What follows belongs to an exercise in optimizing a design on an open flow for small area and a short achievable clock period; a production flow would make more cautious choices. Function was checked by simulation only, so behaviour that the tests miss may differ from the original. Power is estimated from default activity; no workload was simulated.

`design/flow/design.v`:
```
module formula #(
    parameter int N = 32  
) (
    input logic clk,
    input logic rstn,
    input logic i_valid,
    input logic signed [N-1 : 0] a,
    input logic signed [N-1 : 0] b,
    input logic signed [N-1 : 0] c,
    input logic signed [N-1 : 0] d,
    output logic o_valid,
    output logic signed [N-1 : 0] q
);
    localparam int N_SUB1 =     N + 1;   
    localparam int N_MUL1 =     N + 2;   
    localparam int N_ADD1 =     N + 2;   
    localparam int N_MUL2 = 2 * N + 3;   
    localparam int N_MUL3 =     N + 2;   
    localparam int N_SUB2 = 2 * N + 4;   
    localparam int N_DIV  = 2 * N + 3;   
    localparam signed [N-1:0] MAX_VAL =  (1 << (N - 1)) - 1;
    localparam signed [N-1:0] MIN_VAL = -(1 << (N - 1));
    logic valid2;
    logic valid3;
    logic valid4;
    logic valid5;
    logic valid6;
    logic signed [N_SUB1-1:0] w_sub1;
    logic signed [N_MUL1-1:0] w_mul1;
    logic signed [N_MUL3-1:0] w_mul3;
    assign w_sub1 = a - b;
    assign w_mul1 = 3 * c;
    assign w_mul3 = 4 * d;
    logic signed [N_MUL1-1:0] r_mul1;
    logic signed [N_SUB1-1:0] r1_sub1;
    logic signed [N_MUL3-1:0] r1_mul3;
    always_ff @(posedge clk) begin
        if (!rstn) begin
            r1_sub1 <= '0;
            r_mul1  <= '0;
            r1_mul3 <= '0;
            valid2  <= '0;
        end else begin
            r1_sub1 <= w_sub1;
            r_mul1  <= w_mul1;
            r1_mul3 <= w_mul3;
            valid2  <= i_valid;
        end
    end
    logic signed [N_ADD1-1:0] w_add1;
    assign w_add1 = r_mul1 + N_ADD1'(1);
    logic signed [N_ADD1-1:0] r_add1;
    logic signed [N_SUB1-1:0] r2_sub1;
    logic signed [N_MUL3-1:0] r2_mul3;
    always_ff @(posedge clk) begin
        if (!rstn) begin
            r2_sub1 <= '0;
            r_add1  <= '0;
            r2_mul3 <= '0;
            valid3  <= '0;
        end else begin
            r2_sub1 <= r1_sub1;
            r_add1  <= w_add1;
            r2_mul3 <= r1_mul3;
            valid3  <= valid2;
        end
    end
    logic signed [N_MUL2-1:0]  w_mul2;
    assign w_mul2 = r2_sub1 * r_add1;
    logic signed [N_MUL2-1:0] r_mul2;
    logic signed [N_MUL3-1:0] r3_mul3;
    always_ff @(posedge clk) begin
        if (!rstn) begin
            r_mul2  <= '0;
            r3_mul3 <= '0;
            valid4  <= '0;
        end else begin
            r_mul2  <= w_mul2;
            r3_mul3 <= r2_mul3;
            valid4  <= valid3;
        end
    end
    logic signed [N_SUB2-1:0] w_sub2;
    assign w_sub2 = {{N_SUB2-N_MUL2{r_mul2[N_MUL2-1]}}, r_mul2} -
                    {{N_SUB2-N_MUL3{r3_mul3[N_MUL3-1]}}, r3_mul3};
    logic signed [N_SUB2-1:0] r_sub2;
    always_ff @(posedge clk) begin
        if (!rstn) begin
            r_sub2 <= '0;
            valid5 <= '0;
        end else begin
            r_sub2 <= w_sub2;
            valid5 <= valid4;
        end
    end
    logic signed [N_DIV-1:0] w_div;
    assign w_div = r_sub2 >>> 1;
	 logic signed [N_DIV-1:0] r_div;
    always_ff @(posedge clk) begin
        if (!rstn) begin
            r_div  <= '0;
            valid6 <= '0;
        end else begin
            r_div  <= w_div;
            valid6 <= valid5;
        end
    end
    logic signed [N-1:0] saturated_q;
    always_comb begin
        if (r_div > MAX_VAL) begin
            saturated_q = MAX_VAL;
        end else if (r_div < MIN_VAL) begin
            saturated_q = MIN_VAL;
        end else begin
            saturated_q = r_div[N-1:0];
        end
    end
    assign q = saturated_q;
    assign o_valid = valid6;
endmodule
```
`design/flow/run.sh`:
```
#!/bin/bash
# synth_recipe.tcl (not shown) runs the flow's synth.tcl, then flattens the netlist and writes it again
# the make line also repeats each setting of config.mk as NAME=value (left out here)
make -C /OpenROAD-flow-scripts/flow DESIGN_CONFIG=/design/flow/config.mk WORK_HOME=/design/flow/orfs CLKGATE_MAP_FILE= SYNTH_SCRIPT=/design/flow/synth_recipe.tcl finish
```
`design/flow/config.mk`:
```
export PLATFORM = sky130hd
export DESIGN_NAME = formula
export DESIGN_NICKNAME = formula
export VERILOG_FILES = /design/flow/design.v
export SDC_FILE = /design/flow/constraint.sdc
export NUM_CORES = 4
export LEC_CHECK = 0
export ABC_CLOCK_PERIOD_IN_PS = 7000
export CAP_MARGIN = 20
export CORE_MARGIN = 2
export CORE_UTILIZATION = 40
export SETUP_SLACK_MARGIN = 0.2
export SLEW_MARGIN = 20
```
`design/flow/constraint.sdc`:
```
create_clock -name core_clock -period 8.0 [get_ports {clk}]
set_input_delay 1.6000 -clock core_clock [delete_from_list [all_inputs] [get_ports {clk}]]
set_output_delay 1.6000 -clock core_clock [all_outputs]
set_load 0.01 [all_outputs]
```
==> run summary <==
total design power=13.21 mW; GPL Wtd Cong=0.9044; EDFF count, synth=0; most frequent cells in the layout=1186 x inv_1, 1160 x fa_1, 799 x and2_1; Setup Skew=25.81 ps; DRC viols=0; routed vias=approximately 43000; relative slew slack=0.3700; die area=150600 um^2; crit share post-route=0.9555; most common cell after layout, fill and taps aside=inv_1; post-route ant nets=0; cts hold-fix bufs=0; max frequency=~130 MHz; overall routing resource usage=0.2153; Synth cell types=75; GRT overflow=0; clk sink count=435; Setup TNS=0 ps; clock period minus worst slack=7644 ps; Clock Latency Late Sink=640 ps; DP Worst Slack=-223.7 ps; WL/cell=19.41 um; Yosys reg bits=435; first-pass GRT wire length=255300 um; Root Driver=clkbuf_16; YS warnings=1; crit-path max FO=8; # Max-Cap Violations=0; IO Pins=164; detailed-placement wirelength estimate=around 130000 um; Largest stage delay, worst path=600 ps; # setup viols final=0; initial drt markers=2326; Cell Area, Placed=64760 um^2; Initial Util=0.4038; antenna violations before repair=10; CP startpoint kind=flop; slowest CP cell=fa_1; synthesized net count=8084; share of post-route cells with drive strength above 1=0.08406; PwrDens=about 190 nW/um^2; largest net degree at the start of global routing=124; final hold vios=0; H-tree Lvls=2; Synth Flop Type=dfxtp_1; Port-buffer cells=163; fillers=14081; P&R area growth vs syn=15.29%; Least-Margin Pin Slew=945.0 ps; Synth Instances=6396; clock transition at the registers of the reported paths=70 ps; worst min path class=reg -> reg; LEAKAGE=33.46 nW; Worst Path Arrival=8210 ps; post-route cell area=68010 um^2; floorplan row count=between 100 and 150; Worst Setup End Kind=flop; Detailed Routing Iterations Pass 1=5; Mapped Area=58990 um^2; Critical Path RT=8560 ps; drt total wl=166600 um; Seq/Total Area, Yosys=0.1476; vias in the first global route=46559; most numerous cell on the critical path=fa_1; Final Max Slew Viols=0; clock buffer count from CTS=48; Clock Path Buffers=3; RSZ-0062 raised after global routing=true; post-layout net count=8314; Max rail drop VDD=around 190 uV; Chip Height=~390 um; vias per inst=5.056; TritonCTS clock tree=done; Die X=388.0 um; share of flip-flops with an asynchronous set or reset=0; syn avg cell area=9.223 um^2; Core Box Area=approximately 150000 um^2; critical path class=reg -> reg; Worst Hold Slack=425.8 ps; status=timing/DRC/antenna clean; final worst slack=approximately 360 ps
## critical path, delay by kind of cell, from the launching register on
| family | cells | cell delay (ps) |
|---|---|---|
| and+or+nand+nor | 6 | 1060 |
| buffers and inverters | 7 | 670 |
| AOI/OAI and AO/OA | 4 | 990 |
| DFF | 1 | 370 |
| adders and majority gates | 9 | 4440 |
## flip-flops by register name (all words and copies together), names as in the netlist, 32 cells and up
name,flops
r2_mul3,32
r1_mul3,32
r3_mul3,32
r_mul2,66
r_div,67
r_sub2,67
r2_sub1,33
r_add1,34
r_mul1,34
r1_sub1,33
## stage by stage
stage,utilization,std cells
2_1_floorplan,-,6396
3_3_place_gp,0.4433,8441
3_5_place_dp,0.4433,8441
4_1_cts,0.4561,8528
5_1_grt,0.4655,8581
6_report,0.4655,8585
## where the power goes
group	switching (mW)	total (mW)	internal (mW)
Clock	0.984	2.42	1.44
Sequential	0.195	2.78	2.59
Combinational	4.55	8.00	3.45
## final timing paths
kind,start,endpoint,slack (ps),cells past startpoint
setup / recovery,r_add1[19],r_mul2[65],360,26
hold / removal,r_sub2[61],r_div[60],430,1
setup reg to reg,r_add1[19],r_mul2[65],360,26
hold reg to reg,r_sub2[61],r_div[60],430,1
## layer usage
layer  GRT usage  share of wire
met1      0.2726           0.40
met2      0.3873           0.50
met3     0.02171          0.057
met4     0.06311          0.043
met5           0        0.00026
## area by class of cell
cell class	count	area, um^2	area share
sequential	435	8795	0.1293
inverter	1202	4524	0.06652
antenna	6	15.01	0.0002208
clock inverter	23	374.1	0.005501
multi-input combinational	4449	45140	0.6638
tap	1917	2399	0.03527
timing repair buffer	490	5404	0.07946
clock buffer	63	1358	0.01996
## cell usage after synthesis (8+ instances only)
cell type	number	area (um^2)
fa_1	1179	23600
o21bai_1	21	157.7
xor2_1	101	884.6
clkbuf_1	296	1111
o21ai_1	11	55.05
ha_1	378	4730
a21o_1	120	900.9
nand4_1	46	287.8
nor4_1	16	100.1
xnor2_1	89	779.5
inv_1	1202	4512
and2_1	807	5049
o21ai_0	95	475.5
dfxtp_1	435	8708
nor2_1	280	1051
nand3_1	53	265.3
a31oi_1	17	106.4
o31ai_1	15	112.6
nand2b_1	36	225.2
a211oi_1	27	202.7
o211ai_1	21	157.7
or4_1	8	60.06
nor3_1	46	230.2
nand2_1	698	2620
nor2b_1	22	137.6
a21oi_1	172	860.8
or3_1	18	112.6
o21a_1	22	165.2
and3_1	38	237.7
## what timing repair did
item	4_1_cts	5_1_grt
endpoints found under the setup margin	12	26
buffers inserted	1	33
hold endpoints to repair	0	0
pin swaps	8	86
resized for setup	23	158
cloned	0	18
## cell families (layout without fill, tap and decap cells)
group | Yosys count | count (layout) | share of synthesized area
and+or+nand+nor | 2097 | 2097 | 0.1797
adders and majority gates | 1557 | 1557 | 0.4803
buffers and inverters | 1512 | 1778 | 0.09642
AOI/OAI and AO/OA | 602 | 602 | 0.06728
DFF | 435 | 435 | 0.1476
xor gates and xnor gates | 190 | 190 | 0.02821
muxes | 3 | 3 | 0.0005090
other | 0 | 6 | 0

static timing again, ports no longer ideal:
In the flow no input, the clock included, has a driving cell. The finished layout below was timed again as built, in two steps.
Step 1 sets driving cells, clkbuf_16 on the clock port and buf_2 on the other inputs (assumed; they add their load-dependent delay and slew).
Step 2 times the ports against the registers' clock, not the clock port: input delays grow and output delays shrink by t, the midpoint of the rising clock arrivals with the driver on.
Slacks: no drivers / after step 1 / after step 2; pairs: no drivers / after step 1.
t, ns: 0.701
setup slack, ns: 0.356 / 0.356 / 0.356
slew at the worst register clock pin (ns): 0.07 / 0.07
After both steps setup and hold are still met in this run. For this run, drivers alone change the setup slack by 0.000 ns; drivers and shift together by 0.000 ns.
